This design comes from an exercise in tuning for small area, a short achievable clock period and few clock cycles on the open sky130 flow, not from production work. Only simulation tests tie the RTL to the original design; equivalence was not proved. No activity file was given, so power comes from the tool's default toggle rates.

==> flow/design.v, too long to show whole: its modules and the start of the top module <==
// module wbdblpriarb: 43 lines
// module dblfetch: 123 lines
// module memops: 183 lines
// module idecode: 315 lines
// module div: 123 lines
// module cpuops: 216 lines
// module zipcpu: 756 lines
// module zipbones: 112 lines
// module zipcore: 25 lines
module	zipcore(i_clk, i_reset,
		o_wb_cyc, o_wb_stb, o_wb_we, o_wb_addr, o_wb_data, o_wb_sel,
		i_wb_ack, i_wb_stall, i_wb_data, i_wb_err);
  // ...
==> flow/run.sh <==
#!/bin/bash
# synth_recipe.tcl (not shown) runs the flow's synth.tcl, then flattens the netlist and writes it again
# the make line also repeats each setting of config.mk as NAME=value (left out here)
make -C /OpenROAD-flow-scripts/flow DESIGN_CONFIG=/design/flow/config.mk WORK_HOME=/design/flow/orfs CLKGATE_MAP_FILE= SYNTH_SCRIPT=/design/flow/synth_recipe.tcl finish
==> flow/config.mk <==
export PLATFORM = sky130hd
export DESIGN_NAME = zipcore
export DESIGN_NICKNAME = zipcore
export VERILOG_FILES = /design/flow/design.v
export SDC_FILE = /design/flow/constraint.sdc
export NUM_CORES = 4
export LEC_CHECK = 0
export CAP_MARGIN = 20
export CORE_MARGIN = 2
export CORE_UTILIZATION = 40
export SLEW_MARGIN = 20
==> flow/constraint.sdc <==
create_clock -name core_clock -period 12.0 [get_ports {i_clk}]
set_input_delay 2.4000 -clock core_clock [delete_from_list [all_inputs] [get_ports {i_clk}]]
set_output_delay 2.4000 -clock core_clock [all_outputs]
set_load 0.01 [all_outputs]
==> summary.txt, run 1 <==
Worst setup path
  – Critical path required time: 12840 ps
  – Crit-path max FO: 18

Run status
  – Outcome: complete, no violations

STA
  – Crit path setup slack, layout: just over 3000 ps
  – Setup skew after layout: approximately 110 ps
  – Final number of max-transition violations: 0

Clock tree
  – Count of instances resized after the clock tree is built: 0
  – CTS clk-pin slew, worst paths: around 60 ps
  – CTS root buf: sky130_fd_sc_hd__clkbuf_16

Place
  – Worst slack after detailed placement: ~3200 ps

Logic synthesis
  – Area leader, netlist: sky130_fd_sc_hd__edfxtp_1
  – Count of flip-flops with a built-in enable after synthesis: between 1500 and 2000
  – Area share of the leading cell type in the synthesized netlist: between 30 and 40%
  – Xor-xnor portion of the synthesized cell area: 2.91%
  – Synth top cells by count: sky130_fd_sc_hd__edfxtp_1, sky130_fd_sc_hd__inv_1, sky130_fd_sc_hd__nand2_1
  – Most common flop cell mapped by yosys: sky130_fd_sc_hd__edfxtp_1

Layout
  – Layout cells sized above 1: 12.7%
  – Area growth from synthesis to layout: 10.2%
  – Nets: 14729
  – Portion of the layout cell area used by clock cells: ~4.7%

Global route
  – First-pass GRT wire length: roughly 770000 um
  – Number of global-route vias before repair: 105743
  – GRT Util Overall: roughly 29%

Drt
  – Number of DRC markers after the initial detailed-route iteration: 14241

Floorplanning
  – Number of standard-cell rows in the floorplan: 222
  – Tap cell count: ~4800

Power and ir drop
  – Power of the clock network: between 7000 and 8000 uW
  – Seq. pwr: between 9000 and 10000 uW
  – Leakage power figure: about 0.063 uW
Testbench counts, summed over its fixed seeds: cycles 82,505.
==> module idecode, before the edit <==
module	idecode(i_clk, i_rst, i_ce, i_stalled,
		i_instruction, i_gie, i_pc, i_pf_valid,
			i_illegal,
		o_valid,
		o_phase, o_illegal,
		o_pc, o_gie,
		o_dcdR, o_dcdA, o_dcdB, o_I, o_zI,
		o_cond, o_wF,
		o_op, o_ALU, o_M, o_DV, o_FP, o_break, o_lock,
		o_wR, o_rA, o_rB,
		o_early_branch, o_early_branch_stb, o_branch_pc, o_ljmp,
		o_pipe,
		o_sim, o_sim_immv
		);
	parameter	ADDRESS_WIDTH=24, IMPLEMENT_MPY=1, EARLY_BRANCHING=1,
			IMPLEMENT_DIVIDE=1, IMPLEMENT_FPU=0, AW = ADDRESS_WIDTH;
	input	wire		i_clk, i_rst, i_ce, i_stalled;
	input	wire [31:0]	i_instruction;
	input	wire		i_gie;
	input	wire [(AW-1):0]	i_pc;
	input	wire		i_pf_valid, i_illegal;
	output	wire		o_valid, o_phase;
	output	reg		o_illegal;
	output	reg	[AW:0]	o_pc;
	output	reg		o_gie;
	output	reg	[6:0]	o_dcdR, o_dcdA, o_dcdB;
	output	wire	[31:0]	o_I;
	output	reg		o_zI;
	output	reg	[3:0]	o_cond;
	output	reg		o_wF;
	output	reg	[3:0]	o_op;
	output	reg		o_ALU, o_M, o_DV, o_FP, o_break;
	output	wire		o_lock;
	output	reg		o_wR, o_rA, o_rB;
	output	wire		o_early_branch, o_early_branch_stb;
	output	wire	[(AW-1):0]	o_branch_pc;
	output	wire		o_ljmp;
	output	wire		o_pipe;
	output	reg		o_sim		;
	output	reg	[22:0]	o_sim_immv	;
	wire	[4:0]	w_op;
	wire		w_ldi, w_mov, w_cmptst, w_ldilo, w_ALU, w_brev,
			w_noop, w_lock;
	wire	[4:0]	w_dcdR, w_dcdB, w_dcdA;
	wire		w_dcdR_pc, w_dcdR_cc;
	wire		w_dcdA_pc, w_dcdA_cc;
	wire		w_dcdB_pc, w_dcdB_cc;
	wire	[3:0]	w_cond;
	wire		w_wF, w_mem, w_sto, w_div, w_fpu;
	wire		w_wR, w_rA, w_rB, w_wR_n;
	wire		w_ljmp, w_ljmp_dly, w_cis_ljmp;
	wire	[31:0]	iword;
	reg	[15:0]	r_nxt_half;
	assign	iword = (o_phase)
			? { r_nxt_half[15:0], i_instruction[15:0] }
			: i_instruction;
	generate
	if (EARLY_BRANCHING != 0)
	begin
		reg	r_pre_ljmp;
		always @(posedge i_clk)
		if ((i_rst)||(o_early_branch))
			r_pre_ljmp <= 1'b0;
		else if ((i_ce)&&(i_pf_valid))
			r_pre_ljmp <= (!o_phase)&&(i_instruction[31])
				&&(i_instruction[14:0] == 15'h7cf8);
		else if (i_ce)
			r_pre_ljmp <= 1'b0;
		assign	w_cis_ljmp = r_pre_ljmp;
		assign	w_ljmp = (iword == 32'h7c87c000);
	end else begin
		assign	w_cis_ljmp = 1'b0;
		assign	w_ljmp = 1'b0;
	end
	endgenerate
	reg	[4:0]	w_cis_op;
	always @(*)
		if (!iword[31])
			w_cis_op = w_op;
		else case(iword[26:24])
		3'h0: w_cis_op = 5'h00;
		3'h1: w_cis_op = 5'h01;
		3'h2: w_cis_op = 5'h02;
		3'h3: w_cis_op = 5'h10;
		3'h4: w_cis_op = 5'h12;
		3'h5: w_cis_op = 5'h13;
		3'h6: w_cis_op = 5'h18;
		3'h7: w_cis_op = 5'h0d;
		endcase
	assign	w_op= iword[26:22];
	assign	w_mov    = (w_cis_op      == 5'h0d);
	assign	w_ldi    = (w_cis_op[4:1] == 4'hc);
	assign	w_brev   = (w_cis_op      == 5'h8);
	assign	w_cmptst = (w_cis_op[4:1] == 4'h8);
	assign	w_ldilo  = (w_cis_op[4:0] == 5'h9);
	assign	w_ALU    = (!w_cis_op[4])  
				&&(w_cis_op[3:1] != 3'h7);  
	assign	w_dcdR = { ((!iword[31])&&(w_mov)&&(~i_gie))?iword[18]:i_gie,
				iword[30:27] };
	assign	w_lock   = (!iword[31])&&(w_op[4:0]==5'h1d)&&(
				((IMPLEMENT_FPU>0)&&(w_dcdR[3:1]==3'h7))
				||(IMPLEMENT_FPU==0));
	assign	w_noop   = (!iword[31])&&(w_op[4:0] == 5'h1f)&&(
			((IMPLEMENT_FPU>0)&&(w_dcdR[3:1] == 3'h7))
			||(IMPLEMENT_FPU==0));
	assign w_dcdB[4] = ((!iword[31])&&(w_mov)&&(~i_gie))?iword[13]:i_gie;
	assign w_dcdB[3:0]= (iword[31])
				? (((!iword[23])&&(iword[26:25]==2'b10))
					? 4'hd : iword[22:19])
				: iword[17:14];
	assign	w_dcdA = w_dcdR;	 
	assign	w_dcdR_pc = (w_dcdR == {i_gie, 4'hf});
	assign	w_dcdR_cc = (w_dcdR == {i_gie, 4'he});
	assign	w_dcdA_pc = w_dcdR_pc;
	assign	w_dcdA_cc = w_dcdR_cc;
	assign	w_dcdB_pc = (w_rB)&&(w_dcdB[3:0] == 4'hf);
	assign	w_dcdB_cc = (w_rB)&&(w_dcdB[3:0] == 4'he);
	assign	w_cond = ((w_ldi)||(iword[31])) ? 4'h8 :
			{ (iword[21:19]==3'h0), iword[21:19] };
	assign	w_mem    = (w_cis_op[4:3] == 2'b10)&&(w_cis_op[2:1] !=2'b00);
	assign	w_sto     = (w_mem)&&( w_cis_op[0]);
	assign	w_div     = (!iword[31])&&(w_op[4:1] == 4'h7);
	assign	w_fpu   = (!iword[31])&&(w_op[4:3] == 2'b11)
				&&(w_dcdR[3:1] != 3'h7)&&(w_op[2:1] != 2'b00);
	assign	w_rA =  
			((w_fpu)&&(w_cis_op[4:1] != 4'hf))
			||(w_div)
			||((w_ALU)&&(!w_brev)&&(!w_mov))
			||(w_sto)
			||(w_cmptst);
	assign	w_rB     = (w_mov)
				||((!iword[31])&&(iword[18])&&(!w_ldi))
				||(( iword[31])&&(iword[23])&&(!w_ldi))
				||(( iword[31])&&(w_mem));
	assign	w_wR_n   = (w_sto)
				||((!iword[31])&&(w_cis_op[4:3]==2'b11)
					&&(w_cis_op[2:1]!=2'b00)
					&&(w_dcdR[3:1]==3'h7))
				||(w_cmptst);
	assign	w_wR     = ~w_wR_n;
	assign	w_wF     = (w_cmptst)
			||((w_cond[3])&&((w_fpu)||(w_div)
				||((w_ALU)&&(!w_mov)&&(!w_ldilo)&&(!w_brev)
					&&(w_dcdR[3:1] != 3'h7))));
	reg	[22:0]	r_I;
	wire	[22:0]	w_I, w_fullI;
	wire		w_Iz;
	assign	w_fullI = (w_ldi) ? { iword[22:0] }  
			:((w_mov) ?{ {(23-13){iword[12]}}, iword[12:0] }
			:((~iword[18]) ? { {(23-18){iword[17]}}, iword[17:0] }
			: { {(23-14){iword[13]}}, iword[13:0] }
			));
	wire	[7:0]	w_halfbits;
	assign	w_halfbits = iword[23:16];
	wire	[7:0]	w_halfI;
	assign	w_halfI = (iword[26:24]==3'h6) ? w_halfbits[7:0]
			:(w_halfbits[7])?
				{ {(6){w_halfbits[2]}}, w_halfbits[1:0]}
				:{ w_halfbits[6], w_halfbits[6:0] };
	assign	w_I  = (iword[31])?{{(23-8){w_halfI[7]}}, w_halfI }:w_fullI;
	assign	w_Iz = (w_I == 0);
	reg	r_phase;
	always @(posedge i_clk)
		if ((i_rst)  
			||(o_early_branch)||(w_ljmp_dly))
			r_phase <= 1'b0;
		else if ((i_ce)&&(i_pf_valid))
			r_phase <= (o_phase)? 1'b0
				: ((i_instruction[31])&&(i_pf_valid));
		else if (i_ce)
			r_phase <= 1'b0;
	assign	o_phase = r_phase;
	always @(posedge i_clk)
		if (i_rst)
			o_illegal <= 1'b0;
		else if (i_ce)
		begin
			o_illegal <= (i_illegal);
			if ((IMPLEMENT_MPY==0)&&((w_cis_op[4:1]==4'h5)||(w_cis_op[4:0]==5'h0c)))
				o_illegal <= 1'b1;
			if ((IMPLEMENT_DIVIDE==0)&&(w_div))
				o_illegal <= 1'b1;
			else if ((IMPLEMENT_DIVIDE!=0)&&(w_div)&&(w_dcdR[3:1]==3'h7))
				o_illegal <= 1'b1;
			if ((IMPLEMENT_FPU==0)&&(w_fpu))
				o_illegal <= 1'b1;
			if ((w_cis_op[4:3]==2'b11)&&(w_cis_op[2:1]!=2'b00)
				&&(w_dcdR[3:1]==3'h7)
				&&(
					(w_cis_op[2:0] != 3'h4)	 
					&&(w_cis_op[2:0] != 3'h7)))	 
				o_illegal <= 1'b1;
		end
	always @(posedge i_clk)
		if (i_ce)
		begin
			if (!o_phase)
				o_gie<= i_gie;
			if (iword[31])
			begin
				if (o_phase)
					o_pc <= o_pc + 1'b1;
				else if (i_pf_valid)
					o_pc <= { i_pc, 1'b1 };
			end else begin
				o_pc <= { i_pc + 1'b1, 1'b0 };
			end
			o_cond <= w_cond;
			o_wF <= w_wF;
			o_op <= ((w_ldi)||(w_noop))? 4'hd : w_cis_op[3:0];
			o_dcdR <= { w_dcdR_cc, w_dcdR_pc, w_dcdR};
			o_dcdA <= { w_dcdA_cc, w_dcdA_pc, w_dcdA};
			o_dcdB <= { w_dcdB_cc, w_dcdB_pc, w_dcdB};
			o_wR  <= w_wR;
			o_rA  <= w_rA;
			o_rB  <= w_rB;
			r_I    <= w_I;
			o_zI   <= w_Iz;
			o_ALU  <=  (w_ALU)||(w_ldi)||(w_cmptst)||(w_noop);
			o_M    <=  w_mem;
			o_DV   <=  w_div;
			o_FP   <=  w_fpu;
			o_break <= (!iword[31])&&(w_op[4:0]==5'h1c)&&(
				((IMPLEMENT_FPU>0)&&(w_dcdR[3:1]==3'h7))
				||(IMPLEMENT_FPU==0));
			r_nxt_half <= { iword[31], iword[14:0] };
			o_sim <= 1'b0;
			o_sim_immv <= iword[22:0];
		end
	assign	o_lock = 1'b0;
	generate
	if (EARLY_BRANCHING!=0)
	begin
		reg			r_early_branch,
					r_early_branch_stb,
					r_ljmp;
		reg	[(AW-1):0]	r_branch_pc;
		always @(posedge i_clk)
			if (i_rst)
				r_ljmp <= 1'b0;
			else if ((i_ce)&&(o_phase))
				r_ljmp <= w_cis_ljmp;
			else if ((i_ce)&&(i_pf_valid))
				r_ljmp <= (w_ljmp);
		assign	o_ljmp = r_ljmp;
		always @(posedge i_clk)
		if (i_rst)
		begin
			r_early_branch     <= 1'b0;
			r_early_branch_stb <= 1'b0;
		end else if ((i_ce)&&(i_pf_valid))
		begin
			if (r_ljmp)
			begin
				r_early_branch     <= 1'b1;
				r_early_branch_stb <= 1'b1;
			end else if ((!iword[31])&&(iword[30:27]==4'hf)
					&&(w_cond[3]))
			begin
				if ((w_op[4:0]==5'h02)&&(!iword[18]))
				begin
					r_early_branch     <= 1'b1;
					r_early_branch_stb  <= 1'b1;
				end else begin
					r_early_branch     <= 1'b0;
					r_early_branch_stb  <= 1'b0;
				end
			end else begin
				r_early_branch <= 1'b0;
				r_early_branch_stb <= 1'b0;
			end
		end else if (i_ce)
		begin
			r_early_branch     <= 1'b0;
			r_early_branch_stb <= 1'b0;
		end else
			r_early_branch_stb <= 1'b0;
		always @(posedge i_clk)
			if (i_ce)
			begin
				if (r_ljmp)
					r_branch_pc <= iword[(AW+1):2];
				else  
				r_branch_pc <= i_pc
					+ {{(AW-15){iword[17]}},iword[16:2]}
					+ {{(AW-1){1'b0}},1'b1};
			end
		assign	w_ljmp_dly         = r_ljmp;
		assign	o_early_branch     = r_early_branch;
		assign	o_early_branch_stb = r_early_branch_stb;
		assign	o_branch_pc        = r_branch_pc;
	end else begin
		assign	w_ljmp_dly         = 1'b0;
		assign	o_early_branch     = 1'b0;
		assign	o_early_branch_stb = 1'b0;
		assign	o_branch_pc = {(AW){1'b0}};
		assign	o_ljmp = 1'b0;
	end endgenerate
	reg	r_valid;
	assign o_pipe = 1'b0;
	always @(posedge i_clk)
		if (i_rst)
			r_valid <= 1'b0;
		else if (i_ce)
			r_valid <= ((i_pf_valid)||(o_phase)||(i_illegal))
					&&(!o_ljmp)&&(!o_early_branch);
		else if (!i_stalled)
			r_valid <= 1'b0;
	assign	o_valid = r_valid;
	assign	o_I = { {(32-22){r_I[22]}}, r_I[21:0] };
	/*verilator lint_off UNUSED*/
	wire	[3:0] possibly_unused;
	assign	possibly_unused = { w_lock, w_ljmp, w_ljmp_dly, w_cis_ljmp };
	/*verilator lint_on UNUSED*/
endmodule
==> module div, before the edit <==
module	div(i_clk, i_rst, i_wr, i_signed, i_numerator, i_denominator,
		o_busy, o_valid, o_err, o_quotient, o_flags);
	parameter		BW=32, LGBW = 5;
	input	wire		i_clk, i_rst;
	input	wire		i_wr, i_signed;
	input	wire [(BW-1):0]	i_numerator, i_denominator;
	output	reg		o_busy, o_valid, o_err;
	output	reg [(BW-1):0]	o_quotient;
	output	wire	[3:0]	o_flags;
	reg			r_busy;
	reg	[(2*BW-2):0]	r_divisor;
	reg	[(BW-1):0]	r_dividend;
	wire	[(BW):0]	diff;  
	assign	diff = r_dividend - r_divisor[(BW-1):0];
	reg		r_sign, pre_sign, r_z, r_c, last_bit;
	reg	[(LGBW-1):0]	r_bit;
	reg	zero_divisor;
	always @(posedge i_clk)
		if (i_rst)
			r_busy <= 1'b0;
		else if (i_wr)
			r_busy <= 1'b1;
		else if ((last_bit)||(zero_divisor))
			r_busy <= 1'b0;
	always @(posedge i_clk)
		if (i_rst)
			o_busy <= 1'b0;
		else if (i_wr)
			o_busy <= 1'b1;
		else if (((last_bit)&&(!r_sign))||(zero_divisor))
			o_busy <= 1'b0;
		else if (!r_busy)
			o_busy <= 1'b0;
	always @(posedge i_clk)
		if (i_rst)
			zero_divisor <= 1'b0;
		else if (i_wr)
			zero_divisor <= (i_denominator == 0);
		else if (!r_busy)
			zero_divisor <= 1'b0;
	always @(posedge i_clk)
		if (i_rst)
			o_valid <= 1'b0;
		else if (r_busy)
		begin
			if ((last_bit)||(zero_divisor))
				o_valid <= (zero_divisor)||(!r_sign);
		end else if (r_sign)
		begin
			o_valid <= (!zero_divisor);  
		end else
			o_valid <= 1'b0;
	always @(posedge i_clk)
		if((i_rst)||(o_valid))
			o_err <= 1'b0;
		else if (((r_busy)||(r_sign))&&(zero_divisor))
			o_err <= 1'b1;
		else
			o_err <= 1'b0;
	always @(posedge i_clk)
		if ((r_busy)&&(!pre_sign))
			r_bit <= r_bit + {(LGBW){1'b1}};
		else
			r_bit <= {(LGBW){1'b1}};
	always @(posedge i_clk)
		if (r_busy)
			last_bit <= (r_bit == {{(LGBW-1){1'b0}},1'b1});
		else
			last_bit <= 1'b0;
	always @(posedge i_clk)
		if (i_wr)
			pre_sign <= i_signed;
		else
			pre_sign <= 1'b0;
	always @(posedge i_clk)
		if((r_busy)&&(r_divisor[(2*BW-2):(BW)] == 0)&&(!diff[BW]))
			r_z <= 1'b0;
		else if ((!r_busy)&&(!r_sign))
			r_z <= 1'b1;
	always @(posedge i_clk)
		if (pre_sign)
		begin
			if (r_dividend[BW-1])
				r_dividend <= -r_dividend;
		end else if((r_busy)&&(r_divisor[(2*BW-2):(BW)]==0)&&(!diff[BW]))
			r_dividend <= diff[(BW-1):0];
		else if (!r_busy)
			r_dividend <=  i_numerator;
	always @(posedge i_clk)
		if (pre_sign)
		begin
			if (r_divisor[(2*BW-2)])
				r_divisor[(2*BW-2):(BW-1)]
					<= -r_divisor[(2*BW-2):(BW-1)];
		end else if (r_busy)
			r_divisor <= { 1'b0, r_divisor[(2*BW-2):1] };
		else
			r_divisor <= {  i_denominator, {(BW-1){1'b0}} };
	always @(posedge i_clk)
		if (pre_sign)
			r_sign <= ((r_divisor[(2*BW-2)])^(r_dividend[(BW-1)]));
		else if (r_busy)
			r_sign <= (r_sign)&&(!zero_divisor);
		else
			r_sign <= 1'b0;
	always @(posedge i_clk)
		if (r_busy)
		begin
			o_quotient <= { o_quotient[(BW-2):0], 1'b0 };
			if ((r_divisor[(2*BW-2):(BW)] == 0)&&(!diff[BW]))
			begin
				o_quotient[0] <= 1'b1;
			end
		end else if (r_sign)
			o_quotient <= -o_quotient;
		else
			o_quotient <= 0;
	always @(posedge i_clk)
		r_c <= (r_busy)&&((diff == 0)||(r_dividend == 0));
	wire	w_n;
	assign w_n = o_quotient[(BW-1)];
	assign o_flags = { 1'b0, w_n, r_c, r_z };
endmodule
==> run 2: changes to the inputs <==
--- a/flow/design.v
+++ b/flow/design.v
@@ -386,16 +386,17 @@
 	output	wire		o_lock;
 	output	reg		o_wR, o_rA, o_rB;
 	output	wire		o_early_branch, o_early_branch_stb;
 	output	wire	[(AW-1):0]	o_branch_pc;
 	output	wire		o_ljmp;
 	output	wire		o_pipe;
 	output	reg		o_sim		;
 	output	reg	[22:0]	o_sim_immv	;
+	reg	r_lock;
 	wire	[4:0]	w_op;
 	wire		w_ldi, w_mov, w_cmptst, w_ldilo, w_ALU, w_brev,
 			w_noop, w_lock;
 	wire	[4:0]	w_dcdR, w_dcdB, w_dcdA;
 	wire		w_dcdR_pc, w_dcdR_cc;
 	wire		w_dcdA_pc, w_dcdA_cc;
 	wire		w_dcdB_pc, w_dcdB_cc;
 	wire	[3:0]	w_cond;
@@ -536,16 +537,17 @@
 			else if ((IMPLEMENT_DIVIDE!=0)&&(w_div)&&(w_dcdR[3:1]==3'h7))
 				o_illegal <= 1'b1;
 			if ((IMPLEMENT_FPU==0)&&(w_fpu))
 				o_illegal <= 1'b1;
 			if ((w_cis_op[4:3]==2'b11)&&(w_cis_op[2:1]!=2'b00)
 				&&(w_dcdR[3:1]==3'h7)
 				&&(
 					(w_cis_op[2:0] != 3'h4)	 
+					&&(w_cis_op[2:0] != 3'h5)	 
 					&&(w_cis_op[2:0] != 3'h7)))	 
 				o_illegal <= 1'b1;
 		end
 	always @(posedge i_clk)
 		if (i_ce)
 		begin
 			if (!o_phase)
 				o_gie<= i_gie;
@@ -571,21 +573,22 @@
 			o_zI   <= w_Iz;
 			o_ALU  <=  (w_ALU)||(w_ldi)||(w_cmptst)||(w_noop);
 			o_M    <=  w_mem;
 			o_DV   <=  w_div;
 			o_FP   <=  w_fpu;
 			o_break <= (!iword[31])&&(w_op[4:0]==5'h1c)&&(
 				((IMPLEMENT_FPU>0)&&(w_dcdR[3:1]==3'h7))
 				||(IMPLEMENT_FPU==0));
+			r_lock  <= w_lock;
 			r_nxt_half <= { iword[31], iword[14:0] };
 			o_sim <= 1'b0;
 			o_sim_immv <= iword[22:0];
 		end
-	assign	o_lock = 1'b0;
+	assign	o_lock = r_lock;
 	generate
 	if (EARLY_BRANCHING!=0)
 	begin
 		reg			r_early_branch,
 					r_early_branch_stb,
 					r_ljmp;
 		reg	[(AW-1):0]	r_branch_pc;
 		always @(posedge i_clk)
@@ -732,17 +735,19 @@
 		else
 			r_bit <= {(LGBW){1'b1}};
 	always @(posedge i_clk)
 		if (r_busy)
 			last_bit <= (r_bit == {{(LGBW-1){1'b0}},1'b1});
 		else
 			last_bit <= 1'b0;
 	always @(posedge i_clk)
-		if (i_wr)
+		if (i_rst)
+			pre_sign <= 1'b0;
+		else if (i_wr)
 			pre_sign <= i_signed;
 		else
 			pre_sign <= 1'b0;
 	always @(posedge i_clk)
 		if((r_busy)&&(r_divisor[(2*BW-2):(BW)] == 0)&&(!diff[BW]))
 			r_z <= 1'b0;
 		else if ((!r_busy)&&(!r_sign))
 			r_z <= 1'b1;
@@ -761,17 +766,19 @@
 			if (r_divisor[(2*BW-2)])
 				r_divisor[(2*BW-2):(BW-1)]
 					<= -r_divisor[(2*BW-2):(BW-1)];
 		end else if (r_busy)
 			r_divisor <= { 1'b0, r_divisor[(2*BW-2):1] };
 		else
 			r_divisor <= {  i_denominator, {(BW-1){1'b0}} };
 	always @(posedge i_clk)
-		if (pre_sign)
+		if (i_rst)
+			r_sign <= 1'b0;
+		else if (pre_sign)
 			r_sign <= ((r_divisor[(2*BW-2)])^(r_dividend[(BW-1)]));
 		else if (r_busy)
 			r_sign <= (r_sign)&&(!zero_divisor);
 		else
 			r_sign <= 1'b0;
 	always @(posedge i_clk)
 		if (r_busy)
 		begin
@@ -1135,45 +1142,76 @@
 	wire	[3:0]		mem_sel;
 	wire	div_ce, div_error, div_busy, div_valid;
 	wire	[31:0]	div_result;
 	wire	[3:0]	div_flags;
 	wire		fpu_ce, fpu_error, fpu_busy, fpu_valid;
 	wire	[31:0]	fpu_result;
 	wire	[3:0]	fpu_flags;
 	assign	div_ce = (master_ce)&&(!clear_pipeline)&&(op_valid_div)
-				&&(!mem_rdbusy)&&(!div_busy)&&(!fpu_busy)
+				&&(!mem_rdbusy)&&(!div_busy)&&(!fpu_busy)&&(!alu_busy)
 				&&(set_cond);
 	assign	fpu_ce = (master_ce)&&(!clear_pipeline)&&(op_valid_fpu)
 				&&(!mem_rdbusy)&&(!div_busy)&&(!fpu_busy)
 				&&(set_cond);
 	wire	adf_ce_unconditional;
 	wire		wr_reg_ce, wr_flags_ce, wr_write_pc, wr_write_cc,
 			wr_write_scc, wr_write_ucc;
 	wire	[4:0]	wr_reg_id;
 	wire	[31:0]	wr_gpreg_vl, wr_spreg_vl;
 	wire	w_switch_to_interrupt, w_release_from_interrupt;
 	reg	[(AW+1):0]	ipc;
 	wire	[(AW+1):0]	upc;
 	assign	master_ce = ((!i_halt)||(alu_phase))&&(!o_break)&&(!sleep);
 	assign		dcd_stalled = (dcd_valid)&&(op_stall);
 	wire	prelock_stall;
-	assign	op_stall = (alu_busy)||(div_busy)||(fpu_busy)||(wr_reg_ce)
-			||(mem_busy)||(op_valid)||(wr_flags_ce);
+	reg	cc_invalid_for_dcd;
+	always @(posedge i_clk)
+		cc_invalid_for_dcd <= (wr_flags_ce)
+			||(wr_reg_ce)&&(wr_reg_id[3:0] == 4'he)
+			||(op_valid)&&((op_wF)||((op_wR)&&(op_R[3:0] == 4'he)))
+			||((alu_wF)||((alu_wR)&&(alu_reg[3:0] == 4'he)))
+			||(mem_busy)||(div_busy)||(fpu_busy);
+	wire	seq_stall, seq_only;
+	assign	seq_stall = (alu_busy)||(div_busy)||(fpu_busy)
+			||(wr_reg_ce)||(mem_busy)||(op_valid)||(wr_flags_ce);
+	assign	seq_only = ((step)&&(gie))
+			||((dcd_valid)&&((dcd_rA)&&((dcd_Acc)||((dcd_Apc)&&(dcd_A[4] != dcd_gie)))))
+			||((dcd_valid)&&((dcd_rB)&&((dcd_Bcc)||((dcd_Bpc)&&(dcd_B[4] != dcd_gie)))));
+	assign	op_stall = ((seq_only)&&(seq_stall))
+		||(op_valid)&&(  
+			(alu_stall)
+			||(((op_valid_div)||(op_valid_fpu))
+				&&(!adf_ce_unconditional))
+			||(mem_stalled)  
+			||(op_Rcc)
+			)
+			||(dcd_valid)&&(
+				(dcd_A_stall)
+				||(dcd_B_stall)
+				||(dcd_F_stall)
+			);
 	assign	op_ce = ((dcd_valid)||(dcd_illegal)||(dcd_early_branch))&&(!op_stall);
 	assign	op_change_data_ce = (!op_stall);
-	assign	alu_stall = (op_valid_alu)&&((!master_ce)||(op_break));
-	assign	alu_ce = (master_ce)&&(op_valid_alu)&&(!alu_stall)&&(!clear_pipeline);
+	assign	alu_stall = (((!master_ce)||(mem_rdbusy)||(alu_busy))&&(op_valid_alu))  
+			||(prelock_stall)
+			||((op_valid)&&(op_break))
+			||(wr_reg_ce)&&(wr_write_cc)
+			||(div_busy)||(fpu_busy);
+	assign	alu_ce = (master_ce)&&(op_valid_alu)&&(!alu_stall)
+				&&(!clear_pipeline);
 	assign	mem_ce = (master_ce)&&(op_valid_mem)&&(!mem_stalled)
 			&&(!clear_pipeline);
-	assign	mem_stalled = (op_valid_mem)&&(!master_ce);
+	assign	mem_stalled = (mem_busy)||(alu_busy)||(div_busy)||(fpu_busy)||((op_valid_mem)&&(
+				(!master_ce)
+				||((wr_reg_ce)&&(wr_reg_id[4] == op_gie)&&((wr_write_pc)||(wr_write_cc)))));
 	assign	adf_ce_unconditional = (master_ce)&&(!clear_pipeline)&&(op_valid)
 				&&(!op_valid_mem)&&(!mem_rdbusy)
 				&&((!op_valid_alu)||(!alu_stall))&&(!op_break)
-				&&(!div_busy)&&(!fpu_busy)&&(!clear_pipeline);
+				&&(!div_busy)&&(!fpu_busy)&&(!alu_busy)&&(!clear_pipeline);
 	wire	pf_stalled;
 	assign	pf_stalled = (dcd_stalled)||(dcd_phase);
 	wire	pf_new_pc;
 	assign	pf_new_pc = (new_pc)||((dcd_early_branch_stb)&&(!clear_pipeline));
 	wire	[(AW-1):0]	pf_request_address;
 	assign	pf_request_address = ((dcd_early_branch)&&(!clear_pipeline))
 				? dcd_branch_pc:pf_pc[(AW+1):2];
 	assign	pf_gie = gie;
@@ -1205,65 +1243,72 @@
 			dcd_early_branch, dcd_early_branch_stb,
 			dcd_branch_pc, dcd_ljmp,
 			dcd_pipe,
 			dcd_sim, dcd_sim_immv);
 	assign	op_pipe = 1'b0;
 	assign	w_op_Av = regset[dcd_A];
 	assign	w_op_Bv = regset[dcd_B];
 	wire	[8:0]	w_cpu_info;
-	assign	w_cpu_info = {
-	1'b1,
-	(IMPLEMENT_MPY    >0)? 1'b1:1'b0,
-	(IMPLEMENT_DIVIDE >0)? 1'b1:1'b0,
-	(IMPLEMENT_FPU    >0)? 1'b1:1'b0,
-	1'b0,
-	1'b0,
-	1'b0,
-	1'b0,
-	1'b1
-	};
+	assign	w_cpu_info = 9'h1c1;  
 	wire	[31:0]	w_pcA_v;
 	assign	w_pcA_v[(AW+1):0] = { (dcd_A[4] == dcd_gie)
 				? { dcd_pc[AW:1], 2'b00 }
 				: { upc[(AW+1):2], uhalt_phase, 1'b0 } };
 	generate
 	if (AW < 30)
 		assign	w_pcA_v[31:(AW+2)] = 0;
 	endgenerate
+	reg	[4:0]	op_Aid, op_Bid;
+	reg		op_rA, op_rB;
 	always @(posedge i_clk)
 		if (op_ce)
 		begin
+			op_Aid <= dcd_A;
+			op_Bid <= dcd_B;
+			op_rA <= dcd_rA;
+			op_rB <= dcd_rB;
+		end
+	always @(posedge i_clk)
+		if (op_ce)
+		begin
+			if ((wr_reg_ce)&&(wr_reg_id == dcd_A))
+				r_op_Av <= wr_gpreg_vl;
+			else
 			if (dcd_Apc)
 				r_op_Av <= w_pcA_v;
 			else if (dcd_Acc)
 				r_op_Av <= { w_cpu_info, w_op_Av[22:16], 1'b0, (dcd_A[4])?w_uflags:w_iflags };
 			else
 				r_op_Av <= w_op_Av;
+		end else
+		begin
+			if ((wr_reg_ce)&&(wr_reg_id == op_Aid)&&(op_rA))
+				r_op_Av <= wr_gpreg_vl;
 		end
 	wire	[31:0]	w_op_BnI, w_pcB_v;
 	assign	w_pcB_v[(AW+1):0] = { (dcd_B[4] == dcd_gie)
 					? { dcd_pc[AW:1], 2'b00 }
 					: { upc[(AW+1):2], uhalt_phase, 1'b0 } };
 	generate
 	if (AW < 30)
 		assign	w_pcB_v[31:(AW+2)] = 0;
 	endgenerate
 	assign	w_op_BnI = (!dcd_rB) ? 32'h00
+		: ((wr_reg_ce)&&(wr_reg_id == dcd_B)) ? wr_gpreg_vl
 		: ((dcd_Bcc) ? { w_cpu_info, w_op_Bv[22:16],  
 			1'b0, (dcd_B[4])?w_uflags:w_iflags}
 		: w_op_Bv);
 	always @(posedge i_clk)
-		if(op_ce)
-		begin
-			if ((dcd_Bpc)&&(dcd_rB))
-				r_op_Bv <= w_pcB_v + { dcd_I[29:0], 2'b00 };
-			else
-				r_op_Bv <= w_op_BnI + dcd_I;
-		end
+		if ((op_ce)&&(dcd_Bpc)&&(dcd_rB))
+			r_op_Bv <= w_pcB_v + { dcd_I[29:0], 2'b00 };
+		else if (op_ce)
+			r_op_Bv <= w_op_BnI + dcd_I;
+		else if ((wr_reg_ce)&&(op_Bid == wr_reg_id)&&(op_rB))
+			r_op_Bv <= wr_gpreg_vl;
 	always @(posedge i_clk)
 		if (op_ce)  
 		begin  
 			case(dcd_F[2:0])
 			3'h0:	r_op_F <= 7'h00;	 
 			3'h1:	r_op_F <= 7'h11;	 
 			3'h2:	r_op_F <= 7'h44;	 
 			3'h3:	r_op_F <= 7'h22;	 
@@ -1303,22 +1348,34 @@
 	reg	r_op_break;
 	always @(posedge i_clk)
 		if ((i_rst)||(clear_pipeline))	r_op_break <= 1'b0;
 		else if (op_ce)
 			r_op_break <= (dcd_break);
 		else if (!op_valid)
 			r_op_break <= 1'b0;
 	assign	op_break = r_op_break;
-	assign op_lock       = 1'b0;
+	generate
+	if (IMPLEMENT_LOCK != 0)
+	begin
+		reg	r_op_lock;
+		always @(posedge i_clk)
+			if (clear_pipeline)
+				r_op_lock <= 1'b0;
+			else if (op_ce)
+				r_op_lock <= (dcd_valid)&&(dcd_lock)&&(!clear_pipeline);
+		assign	op_lock = r_op_lock;
+	end else begin
+		assign	op_lock = 1'b0;
+	end endgenerate
 	always @(posedge i_clk)
 		if (clear_pipeline)
 			op_illegal <= 1'b0;
 		else if(op_ce)
-			op_illegal <= (dcd_valid)&&((dcd_illegal)||(dcd_lock));
+			op_illegal <= (dcd_valid)&&((dcd_illegal)||((dcd_lock)&&(IMPLEMENT_LOCK == 0)));
 		else if(alu_ce)
 			op_illegal <= 1'b0;
 	always @(posedge i_clk)
 		if (op_ce)
 		begin
 			op_wF <= (dcd_wF)&&((!dcd_Rcc)||(!dcd_wR))
 				&&(!dcd_early_branch)&&(!dcd_illegal);
 			op_wR <= (dcd_wR)&&(!dcd_early_branch)&&(!dcd_illegal);
@@ -1343,21 +1400,41 @@
 	assign	op_Fl = (op_gie)?(w_uflags[3:0]):(w_iflags[3:0]);
 	reg	r_op_phase;
 	always @(posedge i_clk)
 		if (clear_pipeline)
 			r_op_phase <= 1'b0;
 		else if (op_change_data_ce)
 			r_op_phase <= (dcd_phase)&&((!dcd_wR)||(!dcd_Rpc));
 	assign	op_phase = r_op_phase;
-	assign	op_Av = r_op_Av;
-	assign	dcd_A_stall = 1'b0;
-	assign	op_Bv = r_op_Bv;
-	assign	dcd_B_stall = 1'b0;
-	assign	dcd_F_stall = 1'b0;
+	assign	op_Av = ((wr_reg_ce)&&(wr_reg_id == op_Aid))  
+			?  wr_gpreg_vl : r_op_Av;
+	assign	dcd_A_stall = (dcd_rA)  
+				&&((op_valid)||(mem_rdbusy)
+					||(div_busy)||(fpu_busy))
+				&&(((op_wF)||(cc_invalid_for_dcd))&&(dcd_Acc))
+			||((dcd_rA)&&(dcd_Acc)&&(cc_invalid_for_dcd));
+	assign	op_Bv = ((wr_reg_ce)&&(wr_reg_id == op_Bid)&&(op_rB))
+			? wr_gpreg_vl: r_op_Bv;
+	assign	dcd_B_stall = (dcd_rB)  
+				&&((op_valid)||(mem_rdbusy)
+					||(div_busy)||(fpu_busy)||(alu_busy))
+				&&(
+				((!dcd_zI)&&(
+					((op_R == dcd_B)&&(op_wR))
+					||((mem_rdbusy)&&(!dcd_pipe))
+					))
+				||(((op_wF)||(cc_invalid_for_dcd))&&(dcd_Bcc))
+				)
+			||((dcd_rB)&&(dcd_Bcc)&&(cc_invalid_for_dcd))
+			||((dcd_rB)&&(!dcd_zI)&&((div_busy)||(alu_busy)||(fpu_busy)||(mem_rdbusy)));
+	assign	dcd_F_stall = ((!dcd_F[3])
+					||((dcd_rA)&&(dcd_Acc))
+					||((dcd_rB)&&(dcd_Bcc)))
+					&&(op_valid)&&(op_Rcc);
 	cpuops	#(IMPLEMENT_MPY) doalu(i_clk, (clear_pipeline),
 			alu_ce, op_opn, op_Av, op_Bv,
 			alu_result, alu_flags, alu_valid, alu_busy);
 	generate
 	if (IMPLEMENT_DIVIDE != 0)
 	begin
 		div thedivide(i_clk, (clear_pipeline), div_ce, op_opn[0],
 			op_Av, op_Bv, div_busy, div_valid, div_error, div_result,
@@ -1381,17 +1458,17 @@
 		assign	fpu_error = 1'b0;
 		assign	fpu_busy  = 1'b0;
 		assign	fpu_valid = 1'b0;
 		assign	fpu_result= 32'h00;
 		assign	fpu_flags = 4'h0;
 	end endgenerate
 	assign	set_cond = ((op_F[7:4]&op_Fl[3:0])==op_F[3:0]);
 	always @(posedge i_clk)
-		if (i_rst)
+		if ((i_rst)||(clear_pipeline))
 		begin
 			alu_wR   <= 1'b0;
 			alu_wF   <= 1'b0;
 		end else if (alu_ce)
 		begin
 			alu_wR  <= (op_wR)&&(set_cond);
 			alu_wF  <= (op_wF)&&(set_cond);
 		end else if (!alu_busy) begin
@@ -1401,28 +1478,38 @@
 	reg	r_alu_phase;
 	always @(posedge i_clk)
 		if (i_rst)
 			r_alu_phase <= 1'b0;
 		else if ((adf_ce_unconditional)||(mem_ce))
 			r_alu_phase <= op_phase;
 	assign	alu_phase = r_alu_phase;
 	always @(posedge i_clk)
-		if ((i_halt)&&(i_dbg_we))
-			alu_reg <= i_dbg_reg;
-		else
+		if (adf_ce_unconditional)
 			alu_reg <= op_R;
+		else if ((i_halt)&&(i_dbg_we))
+			alu_reg <= i_dbg_reg;
 	reg		dbgv;
 	always @(posedge i_clk)
 		dbgv <= (!i_rst)&&(i_halt)&&(i_dbg_we)&&(r_halted);
 	reg	[31:0]	dbg_val;
 	always @(posedge i_clk)
 		dbg_val <= i_dbg_data;
-	assign	alu_gie = op_gie;
-	assign	alu_pc = op_pc;
+	reg	r_alu_gie;
+	always @(posedge i_clk)
+		if ((adf_ce_unconditional)||(mem_ce))
+			r_alu_gie  <= op_gie;
+	assign	alu_gie = r_alu_gie;
+	reg	[(AW-1):0]	r_alu_pc;
+	always @(posedge i_clk)
+		if ((adf_ce_unconditional)
+			||((master_ce)&&(op_valid_mem)&&(!clear_pipeline)
+				&&(!mem_stalled)))
+			r_alu_pc  <= op_pc;
+	assign	alu_pc = r_alu_pc;
 	reg	r_alu_illegal;
 	always @(posedge i_clk)
 		if (clear_pipeline)
 			r_alu_illegal <= 1'b0;
 		else if (alu_ce)
 			r_alu_illegal <= op_illegal;
 		else
 			r_alu_illegal <= 1'b0;
@@ -1436,18 +1523,52 @@
 			r_alu_pc_valid <= 1'b0;
 	assign	alu_pc_valid = (r_alu_pc_valid)&&((!alu_busy)&&(!div_busy)&&(!fpu_busy));
 	always @(posedge i_clk)
 		if (i_rst)
 			mem_pc_valid <= 1'b0;
 		else
 			mem_pc_valid <= (mem_ce);
 	wire	bus_lock;
-	assign	prelock_stall = 1'b0;
-	assign	bus_lock = 1'b0;
+	generate
+	if (IMPLEMENT_LOCK != 0)
+	begin
+		reg	r_prelock_stall;
+		always @(posedge i_clk)
+			if (clear_pipeline)
+				r_prelock_stall <= 1'b0;
+			else if ((op_valid)&&(op_lock)&&(op_ce))
+				r_prelock_stall <= 1'b1;
+			else if ((op_valid)&&(dcd_valid)&&(pf_valid))
+				r_prelock_stall <= 1'b0;
+		assign	prelock_stall = r_prelock_stall;
+		reg	r_prelock_primed;
+		always @(posedge i_clk)
+			if (clear_pipeline)
+				r_prelock_primed <= 1'b0;
+			else if (r_prelock_stall)
+				r_prelock_primed <= 1'b1;
+			else if ((adf_ce_unconditional)||(mem_ce))
+				r_prelock_primed <= 1'b0;
+		reg	[1:0]	r_bus_lock;
+		always @(posedge i_clk)
+			if (clear_pipeline)
+				r_bus_lock <= 2'b00;
+			else if ((op_valid)&&((adf_ce_unconditional)||(mem_ce)))
+			begin
+				if (r_prelock_primed)
+					r_bus_lock <= 2'b10;
+				else if (r_bus_lock != 2'h0)
+					r_bus_lock <= r_bus_lock + 2'b11;
+			end
+		assign	bus_lock = |r_bus_lock;
+	end else begin
+		assign	prelock_stall = 1'b0;
+		assign	bus_lock = 1'b0;
+	end endgenerate
 	memops	#(AW,IMPLEMENT_LOCK,WITH_LOCAL_BUS) domem(i_clk, i_rst,
 			(mem_ce)&&(set_cond), bus_lock,
 				(op_opn[2:0]), op_Bv, op_Av, op_R,
 				mem_busy,
 				mem_valid, bus_err, mem_wreg, mem_result,
 			mem_cyc_gbl, mem_cyc_lcl,
 				mem_stb_gbl, mem_stb_lcl,
 				mem_we, mem_addr, mem_data, mem_sel,
@@ -1480,21 +1601,21 @@
 				:((dbgv) ? dbg_val : alu_result));
 	always @(posedge i_clk)
 		if (wr_reg_ce)
 			regset[wr_reg_id] <= wr_gpreg_vl;
 	assign	wr_flags_ce = ((alu_wF)||(div_valid)||(fpu_valid))&&(!clear_pipeline)&&(!alu_illegal);
 	assign	w_uflags = { 1'b0, uhalt_phase, ufpu_err_flag,
 			udiv_err_flag, ubus_err_flag, trap, ill_err_u,
 			ubreak, step, 1'b1, sleep,
-			((wr_flags_ce)&&(alu_gie))?alu_flags:flags };
+			((wr_flags_ce)&&(alu_gie))?((div_valid)?div_flags:alu_flags):flags };
 	assign	w_iflags = { 1'b0, ihalt_phase, ifpu_err_flag,
 			idiv_err_flag, ibus_err_flag, trap, ill_err_i,
 			break_en, 1'b0, 1'b0, sleep,
-			((wr_flags_ce)&&(!alu_gie))?alu_flags:iflags };
+			((wr_flags_ce)&&(!alu_gie))?((div_valid)?div_flags:alu_flags):iflags };
 	always @(posedge i_clk)
 		if ((wr_reg_ce)&&(wr_write_ucc))
 			flags <= wr_gpreg_vl[3:0];
 		else if ((wr_flags_ce)&&(alu_gie))
 			flags <= (div_valid)?div_flags:((fpu_valid)?fpu_flags
 				: alu_flags);
 	always @(posedge i_clk)
 		if ((wr_reg_ce)&&(wr_write_scc))
@@ -1502,17 +1623,25 @@
 		else if ((wr_flags_ce)&&(!alu_gie))
 			iflags <= (div_valid)?div_flags:((fpu_valid)?fpu_flags
 				: alu_flags);
 	always @(posedge i_clk)
 		if ((i_rst)||(i_halt))
 			break_en <= 1'b0;
 		else if ((wr_reg_ce)&&(wr_write_scc))
 			break_en <= wr_spreg_vl[7];
-	assign	break_pending = op_break;
+	reg	r_break_pending;
+	always @(posedge i_clk)
+		if ((clear_pipeline)||(!op_valid))
+			r_break_pending <= 1'b0;
+		else if (op_break)
+			r_break_pending <= (!alu_busy)&&(!div_busy)&&(!fpu_busy)&&(!mem_busy)&&(!wr_reg_ce);
+		else
+			r_break_pending <= 1'b0;
+	assign	break_pending = r_break_pending;
 	assign	o_break = ((break_en)||(!op_gie))&&(break_pending)
 				&&(!clear_pipeline)
 			||((!alu_gie)&&(bus_err))
 			||((!alu_gie)&&(div_error))
 			||((!alu_gie)&&(fpu_error))
 			||((!alu_gie)&&(alu_illegal)&&(!clear_pipeline));
 	always @(posedge i_clk)
 		if ((i_rst)||(w_switch_to_interrupt))
@@ -1738,17 +1867,21 @@
 			o_dbg_reg[15] <= 1'b0;
 			o_dbg_reg[31:23] <= w_cpu_info;
 			o_dbg_reg[5] <= gie;
 		end
 	end
 	always @(posedge i_clk)
 		o_dbg_cc <= { o_break, bus_err, gie, sleep };
 	always @(posedge i_clk)
-		r_halted <= (i_halt)&&((op_valid)||(i_rst));
+		r_halted <= (i_halt)&&(
+			(!pf_cyc)&&(!mem_busy)&&(!alu_busy)
+				&&(!div_busy)&&(!fpu_busy)
+			&&((op_valid)||(i_rst)||(dcd_illegal))
+			&&((dcd_valid)||(i_rst)||(pf_illegal)));
 	assign	o_dbg_stall = !r_halted;
 	assign	o_op_stall = (master_ce)&&(op_stall);
 	assign	o_pf_stall = (master_ce)&&(!pf_valid);
 	assign	o_i_count  = (alu_pc_valid)&&(!clear_pipeline);
 	/*verilator lint_off UNUSED*/
 	wire	[56:0]	unused;
 	assign	unused = { pf_new_pc,
 		fpu_ce, pf_data, wr_spreg_vl[1:0],
==> summary.txt, run 2 <==
Run status
  – Outcome: complete, no violations

STA
  – Pin slew with the least headroom to its limit: between 1000 and 1500 ps
  – Hold WS: between 300 and 400 ps
  – Setup skew after layout: 113 ps (+4.15 ps)
  – Endpoints failing hold: 0
  – Shortest period the worst path allows: around 9400 ps
  – Final sum of negative setup slack: 0 ps
  – Number of failing setup endpoints in the final timing report: 0
  – Worst slew margin: 15.3%
  – Setup repair after global routing missed its margin: no
  – Crit path setup slack, layout: 2580 ps (-478 ps)
  – Final number of max-transition violations: 0 (unchanged)
  – Maximum achievable frequency: 106 MHz
  – Period Utilization, post-route: between 70% and 80%

Global route
  – GRT Residual Overflow: 0
  – First-pass GRT wire length: 794000 um (+3.5%)
  – GRT Util Overall: 28.8% (+0.33 points)
  – Pin count of the biggest net entering global routing: 112
  – Number of global-route vias before repair: 108900 (+3.0%)
  – Initial antenna violation count: between 80 and 90

Layout
  – Largest register by flop count: swic.thecpu.regset
  – Layout cells sized above 1: 13.0% (+0.27 points)
  – Largest registers in the final layout: swic.thecpu.regset: 1024 flops, swic.thecpu.pf.cache: 64 flops, swic.thecpu.genblk4.thedivide.r_divisor: 63 flops
  – Top library cells by usage in the layout, fill and taps aside: sky130_fd_sc_hd__edfxtp_1, sky130_fd_sc_hd__nand2_1, sky130_fd_sc_hd__inv_1
  – Area growth from synthesis to layout: 10.9%
  – Nets: 15224 (+3.4%)
  – Filler instances: between 30000 and 40000
  – Most common cell after layout, fill and taps aside: sky130_fd_sc_hd__edfxtp_1
  – Number of flip-flops under the largest register name: between 1000 and 1500
  – Multi-input gate area: just over 80000 um2
  – Area of all sequential standard cells: 59600 um2

Logic synthesis
  – Area share of the leading cell type in the synthesized netlist: 32.5% (+0.18 points)
  – Mean Syn Cell Area: between 10 and 15 um2
  – Synth warn: 8
  – Seq/Total Area, Yosys: between 30 and 40%
  – Post-synthesis sequential element count: approximately 2200
  – Synth top cells by count: sky130_fd_sc_hd__edfxtp_1, sky130_fd_sc_hd__nand2_1, sky130_fd_sc_hd__inv_1
  – Synthesized netlist cell count: between 10000 and 15000
  – Most common cell in the netlist: sky130_fd_sc_hd__edfxtp_1
  – Number of library cell types mapped by synthesis: 94
  – Biggest area contributors in the synthesized netlist: sky130_fd_sc_hd__edfxtp_1, sky130_fd_sc_hd__fa_1, sky130_fd_sc_hd__mux4_2
  – FFs w/ async S/R, synth: 0%
  – Count of flip-flops with a built-in enable after synthesis: 1619 (+2.9%)
  – Number of nets in the synthesized netlist: 15255
  – Post-synth design cell area: 150000 um2
  – Area leader, netlist: sky130_fd_sc_hd__edfxtp_1
  – Most common flop cell mapped by yosys: sky130_fd_sc_hd__edfxtp_1

Clock tree
  – Worst-skew pair later-pin latency: 1000 ps
  – CTS Hold Buffers Added: 0
  – Maximum root-to-sink buffer count: 4
  – Count of instances resized after the clock tree is built: 0 (unchanged)
  – CTS root buf: sky130_fd_sc_hd__clkbuf_16
  – CTS clk-pin slew, worst paths: 60 ps (about the same)
  – Post-CTS Setup Bufs: 0
  – Clock buffer count from CTS: between 200 and 250
  – TritonCTS clock tree: built
  – Number of levels in the clock H-tree: 4
  – TritonCTS sink count: 2165

Place
  – Buffers on Ports: between 100 and 150
  – Worst slack after detailed placement: 2790 ps (-405 ps)
  – Half-perimeter wire length after detailed placement: between 400000 and 500000 um
  – Weighted congestion reported at the end of routability-driven placement: 1.03

Worst setup path
  – Peak per-stage delay on the critical path: just under 800 ps
  – Critical path required time: 12850 ps (about the same)
  – Cell type of the slowest stage on the worst timing path: sky130_fd_sc_hd__dfxtp_1
  – CP Data Arrival Time: between 10000 and 15000 ps
  – Worst path bufs/invs: 3
  – Startpoint class of the critical path: register
  – Most Frequent Cell on Critical Path: sky130_fd_sc_hd__o21ai_0
  – Critical Path End Type: register
  – Critical setup path kind: register to register
  – Crit-path max FO: 17 (-1)
  – Kind of cell adding the most delay to the critical path: adder cells

Floorplanning
  – Number of standard-cell rows in the floorplan: 224 (+0.90%)
  – Initial Utilization: roughly 40%
  – Core ar.: 372000 um2
  – Area enclosed by the die boundary: between 300000 and 400000 um2
  – Number of ports placed on the die boundary: approximately 110
  – Die Span Y: just over 600 um
  – DIE WIDTH: about 620 um

Drt
  – Number of vias after detailed routing: 112975
  – DRC Markers: 0
  – Routed WL per cell: slightly below 30 um
  – Total Wirelength: about 560000 um
  – Via-per-instance ratio: 6.00
  – Post-route antenna net violation count: 0
  – Number of DRC markers after the initial detailed-route iteration: 15399 (+8.1%)
  – Drt pass-1 iters: 9

Flow run
  – Number of max-cap violations: 0

Min path
  – Min-Delay Path Class: register to register

Power and ir drop
  – Leakage power figure: 0.0648 uW (+3.5%)
  – Worst vdd ir: approximately 0.88 mV
  – Pwr dens: 166 nW/um2
==> run 2: changes by cell type after synthesis, moves of 27 or more <==
cell | before | now
sky130_fd_sc_hd__mux2_2 | 121 | 177
sky130_fd_sc_hd__o21ai_0 | 495 | 564
sky130_fd_sc_hd__nor3_1 | 135 | 174
sky130_fd_sc_hd__edfxtp_1 | 1573 | 1619
sky130_fd_sc_hd__a22oi_1 | 27 | 55
sky130_fd_sc_hd__a211oi_1 | 197 | 163
sky130_fd_sc_hd__nand3_1 | 161 | 200
sky130_fd_sc_hd__nand2_1 | 1230 | 1375
sky130_fd_sc_hd__a31oi_1 | 79 | 51
sky130_fd_sc_hd__mux4_2 | 686 | 645
sky130_fd_sc_hd__o21ai_1 | 8 | 35
sky130_fd_sc_hd__mux2i_1 | 325 | 402
==> run 2: report_power, final <==
group	leakage, uW	internal [uW]	total (uW)	switching [uW]
combinational	0.0410	3890	10100	6180
sequential	0.0199	9030	9720	685
clock	0.00398	4420	7720	3300
total	0.0648	17300	27500	10200
==> run 2: per-stage QoR <==
stage	instances	util, %	power [uW]	area [um2]
after floorplan	13612	-	16200	150000
after global placement	18309	42.3	19700	158000
after detailed placement	18310	42.3	19700	158000
after CTS	18759	44.5	27400	166000
after global routing	18782	44.5	28800	166000
final	18825	44.6	27500	166000
==> run 2: cells by family (layout without fill, tap and decap cells) <==
kind of cell    count (synthesis)  count (layout)  synth area share, %
other cells                     0              65                    0
simple gates                 3626            3626                 10.7
flops                        2165            2165                 39.8
xor+xnor                      504             504                 2.95
compound gates               2364            2364                 10.0
mux                          1227            1227                 13.8
buf+inv                      2120            2296                 5.40
fa+ha+maj                    1606            1606                 17.4
==> run 2: worst paths after layout <==
kind	endpoint	slack, ps	cells past startpoint
hold / removal	register	320	0
setup reg to reg	register	2580	33
setup / recovery	register	2580	33
hold reg to reg	register	320	0
==> run 2: metal layers <==
layer	GRT usage [%]	vias to the layer above	wire length, um
met1	39.0	56666	223000
met4	14.3	30	31500
met2	41.9	6444	236000
li1	-	48571	-
met5	0.808	-	326
met3	8.65	1264	67600
==> run 2: area by class of cell <==
class / instances / share of cell area, %
inverter: 1369 / 3.10
tap: 4972 / 3.75
clock inverter: 151 / 0.974
sequential: 2165 / 35.9
clock buffer: 298 / 3.92
multi-input combinational: 9327 / 49.9
antenna: 65 / 0.0980
timing repair buffer: 478 / 2.34
Testbench counts of run 2, summed over its fixed seeds: cycles 64,960.

separate check: timing with driven ports:
Ports are ideal in the flow. The routed layouts listed here were re-timed in OpenROAD.
Step 1 assumes that a clkbuf_16 drives the clock port and a buf_2 every other input.
Step 2 adds t to the input delays and takes it off the output delays; t is the mean of the earliest and latest rising clock arrival at the registers after step 1. Input paths then give back, and output paths get back, about the clock's delay inside the block.
a / b / c = ideal ports / drivers / drivers and shift; a / b = the first two.
run	t, ns	slack for setup (ns)	hold WS [ns]	worst data-port slew with drivers (ns)
run 1	1.046	3.059 / 3.059 / 3.059	0.325 / 0.325 / 0.325	0.28
run 2	1.038	2.581 / 2.581 / 2.581	0.323 / 0.323 / 0.323	0.27
After both steps every run listed still meets setup and hold.
